This is an optimization exercise on Yosys and OpenROAD, whose aim is small area, not a production implementation. RTL that was checked went through simulation tests only; none was proved equivalent to the original. Power and IR drop assume default switching activity.

==> 03-19: inputs <==
// reaction_game_top
module reaction_game_top(
    input        CLK100MHZ,
    input        RST,
    input        BTNC,
    input        BTNL,
    input        BTNR,
    output [6:0] SEG,
    output [7:0] AN,
    output       DP,
    output       LED15
    );
==> module debouncer, before the edit <==
module debouncer (
    input      clk,
    input      rst,    
    input      I,      
    output reg O       
    );
    localparam [9:0] CLR   = 10'd97;
    localparam [9:0] HMASK = 10'b1101111110;
    localparam [9:0] HIT   = 10'b0101010100;
    reg       Iv;
    reg [9:0] q;
    wire same = ~(I ^ Iv);
    wire clr  = rst | ~same;
    wire hit  = ((q & HMASK) == HIT);
    always @(posedge clk) begin
        Iv <= I & ~rst;
        q  <= clr ? CLR : {~q[8:0], q[2] ^ q[9]};
        O  <= ~rst & ((same & hit) ? Iv : O);
    end
endmodule
==> module max_record_tracker, before the edit <==
module max_record_tracker (
    input             clk,
    input             clear,
    input             update,
    input      [15:0] cur,
    output reg [15:0] best
    );
    wire [16:0] br;
    assign br[0] = 1'b0;
    genvar i;
    generate for (i = 0; i < 16; i = i + 1) begin : g_cmp
        assign br[i+1] = (~cur[i] & best[i]) | (~cur[i] & br[i]) | (best[i] & br[i]);
    end endgenerate
    wire take = update & br[16];
    always @(posedge clk)
        best <= clear ? 16'hFFFF : (take ? cur : best);
endmodule
==> module clock_divider, before the edit <==
module clock_divider (
    input            clk,
    input            rst,
    output reg [9:0] scan,
    output           tick
    );
    reg  [4:0] c25;
    wire [10:0] cy;                        
    assign cy[0] = 1'b1;
    genvar i;
    generate for (i = 0; i < 10; i = i + 1) begin : g_scan
        assign cy[i+1] = cy[i] & scan[i];
    end endgenerate
    wire wrap = c25[4] & c25[3];           
    wire [4:0] c25_inc = {c25[4] ^ (&c25[3:0]), c25[3] ^ (&c25[2:0]),
                          c25[2] ^ (&c25[1:0]), c25[1] ^ c25[0], ~c25[0]};
    always @(posedge clk) begin
        scan <= rst ? 10'd0 : (scan ^ cy[9:0]);
        c25  <= rst ? 5'd31 : (wrap ? 5'd0 : c25_inc);
    end
    assign tick = wrap & ~c25[0] & ~scan[1] & ~scan[0];
endmodule
==> module lfsr_random, before the edit <==
module lfsr_random (
    input         clk,
    input         load,    
    output [11:0] lfsr
    );
    localparam [11:0] SEED = 12'hACE;
    localparam [11:0] POL  = 12'hAAA;
    reg  [11:0] s;
    assign lfsr = s ^ POL;
    wire fb = lfsr[11] ^ lfsr[3] ^ lfsr[2] ^ lfsr[0];
    always @(posedge clk)
        s <= load ? (SEED ^ POL) : ({lfsr[10:0], fb} ^ POL);
endmodule
==> module reaction_timer, before the edit <==
module reaction_timer (
    input             clk,
    input             clear,
    input             fail,
    input             load,        
    input      [15:0] load_val,
    input             inc,
    input             bcd,
    output reg [15:0] t
    );
    function [4:0] dig;            
        input [3:0] d;
        input c, dec;
        reg w, c1, c2, c3;
        begin
            c1 = c & d[0];
            c2 = c1 & d[1];
            c3 = c2 & d[2];
            w  = c & dec & d[3] & d[0];             
            dig = {c & d[3] & d[0] & (dec | (d[1] & d[2])),
                   (d[3] ^ c3) & ~w, d[2] ^ c2, (d[1] ^ c1) & ~w, d[0] ^ c};
        end
    endfunction
    wire [4:0] n0 = dig(t[3:0],   inc,   bcd);
    wire [4:0] n1 = dig(t[7:4],   n0[4], bcd);
    wire [4:0] n2 = dig(t[11:8],  n1[4], bcd);
    wire [4:0] n3 = dig(t[15:12], n2[4], 1'b0);
    wire [15:0] nx = {n3[3:0], n2[3:0], n1[3:0], n0[3:0]};
    localparam [15:0] FAILV = 16'hEA1C;
    always @(posedge clk)
        t <= clear ? 16'h0000 : fail ? FAILV : (nx | (load_val & {16{load}}));
endmodule
==> module reaction_game_top, before the edit <==
module reaction_game_top(
    input        CLK100MHZ,
    input        RST,
    input        BTNC,
    input        BTNL,
    input        BTNR,
    output [6:0] SEG,
    output [7:0] AN,
    output       DP,
    output       LED15
    );
    wire btnc, btnl, btnr;
    debouncer db_start(.clk(CLK100MHZ), .rst(RST), .I(BTNC), .O(btnc));
    debouncer db_react(.clk(CLK100MHZ), .rst(RST), .I(BTNL), .O(btnl));
    debouncer db_reset(.clk(CLK100MHZ), .rst(RST), .I(BTNR), .O(btnr));
    wire [9:0] scan;
    wire tick;
    clock_divider tbase(.clk(CLK100MHZ), .rst(RST), .scan(scan), .tick(tick));
    wire [11:0] lfsr;
    lfsr_random rnd(.clk(CLK100MHZ), .load(RST | btnr), .lfsr(lfsr));
    localparam [2:0] S_SHOW  = 3'b000,
                     S_SHOW1 = 3'b001,
                     S_WAIT  = 3'b011,
                     S_DELAY = 3'b010,
                     S_REACT = 3'b100;
    reg [2:0] state;
    wire [15:0] t;
    wire [15:0] best;
    wire big = (lfsr >= 12'd3001);
    wire end_big    = ~t[12] & t[10] & t[9] & t[5] & t[4] & t[3] & t[1];
    wire end_nonbig = t[13] & t[8] & t[7] & t[6] & t[5] & t[4] & t[1] & t[0];
    wire delay_end  = end_big | end_nonbig;
    wire timeout = t[15] & t[13];                     
    wire go   = ~RST & ~btnr;
    wire in_show = (state == S_SHOW) | (state == S_SHOW1);
    reg [2:0] nstate;
    always @(*) begin
        nstate = state;
        case (state)
            S_SHOW, S_SHOW1: nstate = btnc ? S_WAIT : S_SHOW;
            S_WAIT:  nstate = btnl ? S_SHOW : S_DELAY;
            S_DELAY: if (btnl) nstate = S_SHOW;
                     else if (tick & delay_end) nstate = S_REACT;
            S_REACT: if (btnl) nstate = S_SHOW1;
                     else if (timeout) nstate = S_SHOW;
            default: nstate = S_SHOW;
        endcase
    end
    always @(posedge CLK100MHZ)
        state <= go ? nstate : S_SHOW;
    wire t_clear = ~go | (in_show & btnc) | ((state == S_DELAY) & tick & delay_end & ~btnl);
    wire t_fail  = ((state == S_WAIT) | (state == S_DELAY)) & btnl
                 | (state == S_REACT) & ~btnl & timeout;
    wire t_load  = (state == S_WAIT);
    wire t_inc   = tick & ((state == S_DELAY) | (state == S_REACT));
    reaction_timer tm(.clk(CLK100MHZ), .clear(t_clear), .fail(t_fail),
        .load(t_load), .load_val({3'b000, ~big, ~lfsr}),
        .inc(t_inc), .bcd(state[2]), .t(t));
    max_record_tracker mr(.clk(CLK100MHZ), .clear(~go), .update(state == S_SHOW1),
        .cur(t), .best(best));
    seven_seg_display disp(.sel(scan[9:7]), .blank(state == S_DELAY),
        .cur(t), .best(best), .an(AN), .seg(SEG), .dp(DP));
    assign LED15 = (state == S_REACT);
endmodule
==> flow/config.mk <==
export PLATFORM = sky130hd
export DESIGN_NAME = reaction_game_top
export DESIGN_NICKNAME = reaction_game_top
export VERILOG_FILES = /design/flow/design.v
export SDC_FILE = /design/flow/constraint.sdc
export NUM_CORES = 4
export LEC_CHECK = 0
export CAP_MARGIN = 20
export CORE_MARGIN = 2
export CORE_UTILIZATION = 40
export CTS_BUF_LIST = sky130_fd_sc_hd__clkbuf_8
export SLEW_MARGIN = 20
==> flow/constraint.sdc <==
create_clock -name core_clock -period 100.0 [get_ports {CLK100MHZ}]
set_input_delay 20.0000 -clock core_clock [delete_from_list [all_inputs] [get_ports {CLK100MHZ}]]
set_output_delay 20.0000 -clock core_clock [all_outputs]
set_load 0.01 [all_outputs]
standard.sh (not shown) runs the stock make flow with config.mk's settings and CLKGATE_MAP_FILE= SYNTH_SCRIPT=/design/flow/synth_recipe.tcl, a recipe that flattens the netlist after the stock synthesis.
==> flow/flow/run.sh <==
#!/bin/bash
# Own layout flow: the standard synthesis, then an area-oriented re-mapping
# of the combinational logic (registers kept as the standard synthesis made
# them, same instances and names), then the standard layout steps.
set -euo pipefail
W=$PWD
F=$W/flow
R=$W/orfs/results/$FLOW_PLATFORM/reaction_game_top/base
LIB=$FLOW_HOME/platforms/$FLOW_PLATFORM/lib/sky130_fd_sc_hd__tt_025C_1v80.lib

# 1. standard synthesis
bash standard.sh synth > $W/log_1_synth.txt 2>&1

# 2. re-map the combinational logic for area
cp $R/1_2_yosys.v $W/std_1_2_yosys.v
sed -e "s#@LIB@#$LIB#g" -e "s#@IN@#$W/std_1_2_yosys.v#g" -e "s#@OUT@#$W/remap_1_2_yosys.v#g" \
    -e "s#@ABC@#$F/area.abc#g" $F/remap.ys > $W/remap.ys
yosys -s $W/remap.ys > $W/log_2_remap.txt 2>&1
cp $W/remap_1_2_yosys.v $R/1_2_yosys.v
rm -f $R/1_synth.odb $R/1_synth.sdc

# 3. standard layout from the re-mapped netlist
export BUFFER_PORTS_ARGS="-buffer_cell sky130_fd_sc_hd__buf_1"
bash standard.sh finish > $W/log_3_layout.txt 2>&1
==> flow/flow/area.abc <==
strash
dch
map -a
&get -n
&st
&dch
&nf -R 1000
&put
Other scripts of this flow, unchanged in this note and not shown: flow/flow/remap.ys
==> inputs of 03-25, as changes to 03-19 <==
--- a/flow/design.v
+++ b/flow/design.v
@@ -62,17 +62,15 @@
     output reg O       
     );
     localparam [9:0] CLR   = 10'd97;
-    localparam [9:0] HMASK = 10'b1101111110;
-    localparam [9:0] HIT   = 10'b0101010100;
-    reg       Iv;
-    reg [9:0] q;
-    wire same = ~(I ^ Iv);
-    wire clr  = rst | ~same;
+    localparam [9:0] HMASK = 10'b1011111101;
+    localparam [9:0] HIT   = 10'b0001010101;
+    reg  [9:0] q;
+    wire diff = I ^ O;
     wire hit  = ((q & HMASK) == HIT);
+    wire clr  = rst | ~diff | hit;            
     always @(posedge clk) begin
-        Iv <= I & ~rst;
-        q  <= clr ? CLR : {~q[8:0], q[2] ^ q[9]};
-        O  <= ~rst & ((same & hit) ? Iv : O);
+        q <= clr ? CLR : {~q[8:0], q[2] ^ q[9]};
+        O <= ~rst & (O ^ (diff & hit));
     end
 endmodule
 module lfsr_random (
@@ -121,21 +119,23 @@
         t <= clear ? 16'h0000 : fail ? FAILV : (nx | (load_val & {16{load}}));
 endmodule
 module max_record_tracker (
-    input             clk,
-    input             clear,
-    input             update,
-    input      [15:0] cur,
-    output reg [15:0] best
-    );
-    wire [16:0] br;
-    assign br[0] = 1'b0;
+    input         clk,
+    input         clear,
+    input         update,
+    input  [15:0] cur,
+    output [15:0] best
+    );
+    reg  [15:0] bn;
+    assign best = ~bn;
+    wire [16:0] y;
+    assign y[0] = 1'b1;
     genvar i;
     generate for (i = 0; i < 16; i = i + 1) begin : g_cmp
-        assign br[i+1] = (~cur[i] & best[i]) | (~cur[i] & br[i]) | (best[i] & br[i]);
+        assign y[i+1] = (cur[i] & bn[i]) | (cur[i] & y[i]) | (bn[i] & y[i]);
     end endgenerate
-    wire take = update & br[16];
+    wire take = update & ~y[16];
     always @(posedge clk)
-        best <= clear ? 16'hFFFF : (take ? cur : best);
+        bn <= clear ? 16'h0000 : (take ? ~cur : bn);
 endmodule
 module reaction_game_top(
     input        CLK100MHZ,
--- a/flow/flow/run.sh
+++ b/flow/flow/run.sh
@@ -21,4 +21,5 @@
 
 # 3. standard layout from the re-mapped netlist
 export BUFFER_PORTS_ARGS="-buffer_cell sky130_fd_sc_hd__buf_1"
+export CTS_ARGS="-sink_clustering_enable -repair_clock_nets -dont_use_dummy_load -buf_list sky130_fd_sc_hd__clkbuf_8 -root_buf sky130_fd_sc_hd__clkbuf_8 -sink_clustering_size 25 -sink_clustering_max_diameter 100"
 bash standard.sh finish > $W/log_3_layout.txt 2>&1
Settings changed: CAP_MARGIN 20 to 0, CORE_UTILIZATION 40 to 65, CTS_BUF_LIST sky130_fd_sc_hd__clkbuf_8 to default, PLACE_DENSITY from default to 0.8, SLEW_MARGIN 20 to 0.
==> inputs of 12-16, as changes to 03-19 <==
--- a/flow/design.v
+++ b/flow/design.v
@@ -37,7 +37,8 @@
     input            clk,
     input            rst,
     output reg [9:0] scan,
-    output           tick
+    output           tick,
+    output           tick_early
     );
     reg  [4:0] c25;
     wire [10:0] cy;                        
@@ -54,6 +55,7 @@
         c25  <= rst ? 5'd31 : (wrap ? 5'd0 : c25_inc);
     end
     assign tick = wrap & ~c25[0] & ~scan[1] & ~scan[0];
+    assign tick_early = c25[4] & ~c25[3] & c25[2] & c25[1] & c25[0] & scan[1] & scan[0];
 endmodule
 module debouncer (
     input      clk,
@@ -62,29 +64,29 @@
     output reg O       
     );
     localparam [9:0] CLR   = 10'd97;
-    localparam [9:0] HMASK = 10'b1101111110;
-    localparam [9:0] HIT   = 10'b0101010100;
-    reg       Iv;
-    reg [9:0] q;
-    wire same = ~(I ^ Iv);
-    wire clr  = rst | ~same;
+    localparam [9:0] HMASK = 10'b1011111101;
+    localparam [9:0] HIT   = 10'b0001010101;
+    reg  [9:0] q;
+    wire diff = I ^ O;
     wire hit  = ((q & HMASK) == HIT);
+    wire clr  = rst | ~diff | hit;            
     always @(posedge clk) begin
-        Iv <= I & ~rst;
-        q  <= clr ? CLR : {~q[8:0], q[2] ^ q[9]};
-        O  <= ~rst & ((same & hit) ? Iv : O);
+        q <= clr ? CLR : {~q[8:0], q[2] ^ q[9]};
+        O <= ~rst & (O ^ (diff & hit));
     end
 endmodule
 module lfsr_random (
     input         clk,
     input         load,    
-    output [11:0] lfsr
+    output [11:0] lfsr,
+    output [11:0] lfsr_next    
     );
     localparam [11:0] SEED = 12'hACE;
     localparam [11:0] POL  = 12'hAAA;
     reg  [11:0] s;
     assign lfsr = s ^ POL;
     wire fb = lfsr[11] ^ lfsr[3] ^ lfsr[2] ^ lfsr[0];
+    assign lfsr_next = {lfsr[10:0], fb};
     always @(posedge clk)
         s <= load ? (SEED ^ POL) : ({lfsr[10:0], fb} ^ POL);
 endmodule
@@ -118,24 +120,26 @@
     wire [15:0] nx = {n3[3:0], n2[3:0], n1[3:0], n0[3:0]};
     localparam [15:0] FAILV = 16'hEA1C;
     always @(posedge clk)
-        t <= clear ? 16'h0000 : fail ? FAILV : (nx | (load_val & {16{load}}));
+        t <= (clear ? 16'h0000 : fail ? FAILV : nx) | (load_val & {16{load}});
 endmodule
 module max_record_tracker (
-    input             clk,
-    input             clear,
-    input             update,
-    input      [15:0] cur,
-    output reg [15:0] best
-    );
-    wire [16:0] br;
-    assign br[0] = 1'b0;
+    input         clk,
+    input         clear,
+    input         update,
+    input  [15:0] cur,
+    output [15:0] best
+    );
+    reg  [15:0] bn;
+    assign best = ~bn;
+    wire [16:0] y;
+    assign y[0] = 1'b1;
     genvar i;
     generate for (i = 0; i < 16; i = i + 1) begin : g_cmp
-        assign br[i+1] = (~cur[i] & best[i]) | (~cur[i] & br[i]) | (best[i] & br[i]);
+        assign y[i+1] = (cur[i] & bn[i]) | (cur[i] & y[i]) | (bn[i] & y[i]);
     end endgenerate
-    wire take = update & br[16];
+    wire take = update & ~y[16];
     always @(posedge clk)
-        best <= clear ? 16'hFFFF : (take ? cur : best);
+        bn <= clear ? 16'h0000 : (take ? ~cur : bn);
 endmodule
 module reaction_game_top(
     input        CLK100MHZ,
@@ -153,51 +157,49 @@
     debouncer db_react(.clk(CLK100MHZ), .rst(RST), .I(BTNL), .O(btnl));
     debouncer db_reset(.clk(CLK100MHZ), .rst(RST), .I(BTNR), .O(btnr));
     wire [9:0] scan;
-    wire tick;
-    clock_divider tbase(.clk(CLK100MHZ), .rst(RST), .scan(scan), .tick(tick));
-    wire [11:0] lfsr;
-    lfsr_random rnd(.clk(CLK100MHZ), .load(RST | btnr), .lfsr(lfsr));
-    localparam [2:0] S_SHOW  = 3'b000,
-                     S_SHOW1 = 3'b001,
-                     S_WAIT  = 3'b011,
-                     S_DELAY = 3'b010,
-                     S_REACT = 3'b100;
-    reg [2:0] state;
+    wire tick, tick_early;
+    clock_divider tbase(.clk(CLK100MHZ), .rst(RST), .scan(scan), .tick(tick),
+        .tick_early(tick_early));
+    wire [11:0] lfsr, lfsr_next;
+    lfsr_random rnd(.clk(CLK100MHZ), .load(RST | btnr), .lfsr(lfsr),
+        .lfsr_next(lfsr_next));
+    localparam [1:0] S_SHOW  = 2'b00,
+                     S_SHOW1 = 2'b01,
+                     S_DELAY = 2'b10,
+                     S_REACT = 2'b11;
+    reg [1:0] state;
+    wire st_show  = ~state[1];                        
+    wire st_show1 = (state == S_SHOW1);
+    wire st_delay = (state == S_DELAY);
+    wire st_react = (state == S_REACT);
     wire [15:0] t;
     wire [15:0] best;
-    wire big = (lfsr >= 12'd3001);
-    wire end_big    = ~t[12] & t[10] & t[9] & t[5] & t[4] & t[3] & t[1];
-    wire end_nonbig = t[13] & t[8] & t[7] & t[6] & t[5] & t[4] & t[1] & t[0];
-    wire delay_end  = end_big | end_nonbig;
+    wire big = (lfsr_next >= 12'd3001);
+    wire end_big    = ~t[12] & t[10] & t[9] & t[5] & t[4] & t[3] & t[1] & t[0];
+    wire end_nonbig = t[13] & t[8] & t[7] & t[6] & t[5] & t[4] & t[2];
+    wire delay_end  = tick & (end_big | end_nonbig);
     wire timeout = t[15] & t[13];                     
-    wire go   = ~RST & ~btnr;
-    wire in_show = (state == S_SHOW) | (state == S_SHOW1);
-    reg [2:0] nstate;
+    wire go    = ~RST & ~btnr;
+    wire start = st_show & btnc;
+    reg [1:0] nstate;
     always @(*) begin
-        nstate = state;
         case (state)
-            S_SHOW, S_SHOW1: nstate = btnc ? S_WAIT : S_SHOW;
-            S_WAIT:  nstate = btnl ? S_SHOW : S_DELAY;
-            S_DELAY: if (btnl) nstate = S_SHOW;
-                     else if (tick & delay_end) nstate = S_REACT;
-            S_REACT: if (btnl) nstate = S_SHOW1;
-                     else if (timeout) nstate = S_SHOW;
-            default: nstate = S_SHOW;
+            S_SHOW, S_SHOW1: nstate = btnc ? S_DELAY : S_SHOW;
+            S_DELAY: nstate = btnl ? S_SHOW : (delay_end ? S_REACT : S_DELAY);
+            default: nstate = btnl ? S_SHOW1 : (timeout ? S_SHOW : S_REACT);
         endcase
     end
     always @(posedge CLK100MHZ)
         state <= go ? nstate : S_SHOW;
-    wire t_clear = ~go | (in_show & btnc) | ((state == S_DELAY) & tick & delay_end & ~btnl);
-    wire t_fail  = ((state == S_WAIT) | (state == S_DELAY)) & btnl
-                 | (state == S_REACT) & ~btnl & timeout;
-    wire t_load  = (state == S_WAIT);
-    wire t_inc   = tick & ((state == S_DELAY) | (state == S_REACT));
+    wire t_clear = ~go | start | (st_delay & delay_end & ~btnl);
+    wire t_fail  = st_delay & btnl | st_react & ~btnl & timeout;
+    wire t_inc   = st_delay & tick_early | st_react & tick;
     reaction_timer tm(.clk(CLK100MHZ), .clear(t_clear), .fail(t_fail),
-        .load(t_load), .load_val({3'b000, ~big, ~lfsr}),
-        .inc(t_inc), .bcd(state[2]), .t(t));
-    max_record_tracker mr(.clk(CLK100MHZ), .clear(~go), .update(state == S_SHOW1),
+        .load(go & start), .load_val({3'b000, ~big, ~lfsr_next}),
+        .inc(t_inc), .bcd(state[0]), .t(t));
+    max_record_tracker mr(.clk(CLK100MHZ), .clear(~go), .update(st_show1),
         .cur(t), .best(best));
-    seven_seg_display disp(.sel(scan[9:7]), .blank(state == S_DELAY),
+    seven_seg_display disp(.sel(scan[9:7]), .blank(st_delay),
         .cur(t), .best(best), .an(AN), .seg(SEG), .dp(DP));
-    assign LED15 = (state == S_REACT);
-endmodule
+    assign LED15 = st_react;
+endmodule
--- a/flow/flow/run.sh
+++ b/flow/flow/run.sh
@@ -21,4 +21,5 @@
 
 # 3. standard layout from the re-mapped netlist
 export BUFFER_PORTS_ARGS="-buffer_cell sky130_fd_sc_hd__buf_1"
+export CTS_ARGS="-sink_clustering_enable -repair_clock_nets -dont_use_dummy_load -buf_list sky130_fd_sc_hd__clkbuf_8 -root_buf sky130_fd_sc_hd__clkbuf_8 -sink_clustering_size 25 -sink_clustering_max_diameter 100"
 bash standard.sh finish > $W/log_3_layout.txt 2>&1
==> flow/flow/area.abc (replaced) <==
&get -n
&st
&deepsyn -T 30
&put
dch
map -a
mfs
&get -n
&st
&dch
&nf -R 1000
&put
Settings changed: CTS_BUF_LIST sky130_fd_sc_hd__clkbuf_8 to default.
==> summary of the runs <==
12-16 ran to the end with no violations. 03-19 passed the timing, design-rule and antenna checks. 03-25 produced a clean layout. Wire length: 03-25 < 12-16 < 03-19. In 12-16 the worst setup slack is lower than in 03-25, by 0.54 ns. Of 12-16 and 03-25, 12-16 has the higher combinational power (gap 33%, measured against 03-25). Of 03-19 and 03-25, 03-19 has the higher sequential power (gap about 4%, measured against 03-25). Of 03-25 and 03-19, 03-25 has the higher hold slack (gap 0.014 ns). Sequential share of layout area: 03-19 is lower than 12-16 (2.4 points). Against 12-16, the register-to-register slack of 03-19 is better by 0.50 ns. Against 03-25, the sequential cell count of 03-19 is higher by 3. Clock power is about the same in 12-16 and 03-25. Synthesized cell count, highest first: 03-19, 03-25, 12-16.
Only the layout flow was run in 03-19; the RTL was not checked for function there.

what the ideal ports hide:
Ports are ideal in the flow. The routed layouts listed here were re-timed in OpenROAD. Step 1, drivers: a clkbuf_16 drives CLK100MHZ and a buf_2 each remaining input, both assumed. Step 2 times the ports against the registers' clock, not the clock port: input delays grow and output delays shrink by t, the midpoint of the rising clock arrivals with the driver on. a / b / c = ideal ports / drivers / drivers and shift; a / b = the first two.
run	shift t [ns]	setup WS [ns]	worst setup path at the end	worst slew at a driven data input, ns	cell pins on the clock port's net
03-19	0.396	77.344 / 77.313 / 77.708	register to output	0.03	1
03-25	0.379	77.293 / 77.263 / 77.641	register to output	0.03	1
12-16	0.371	76.758 / 76.728 / 77.099	register to output	0.03	1
After both steps every run listed still meets setup and hold.
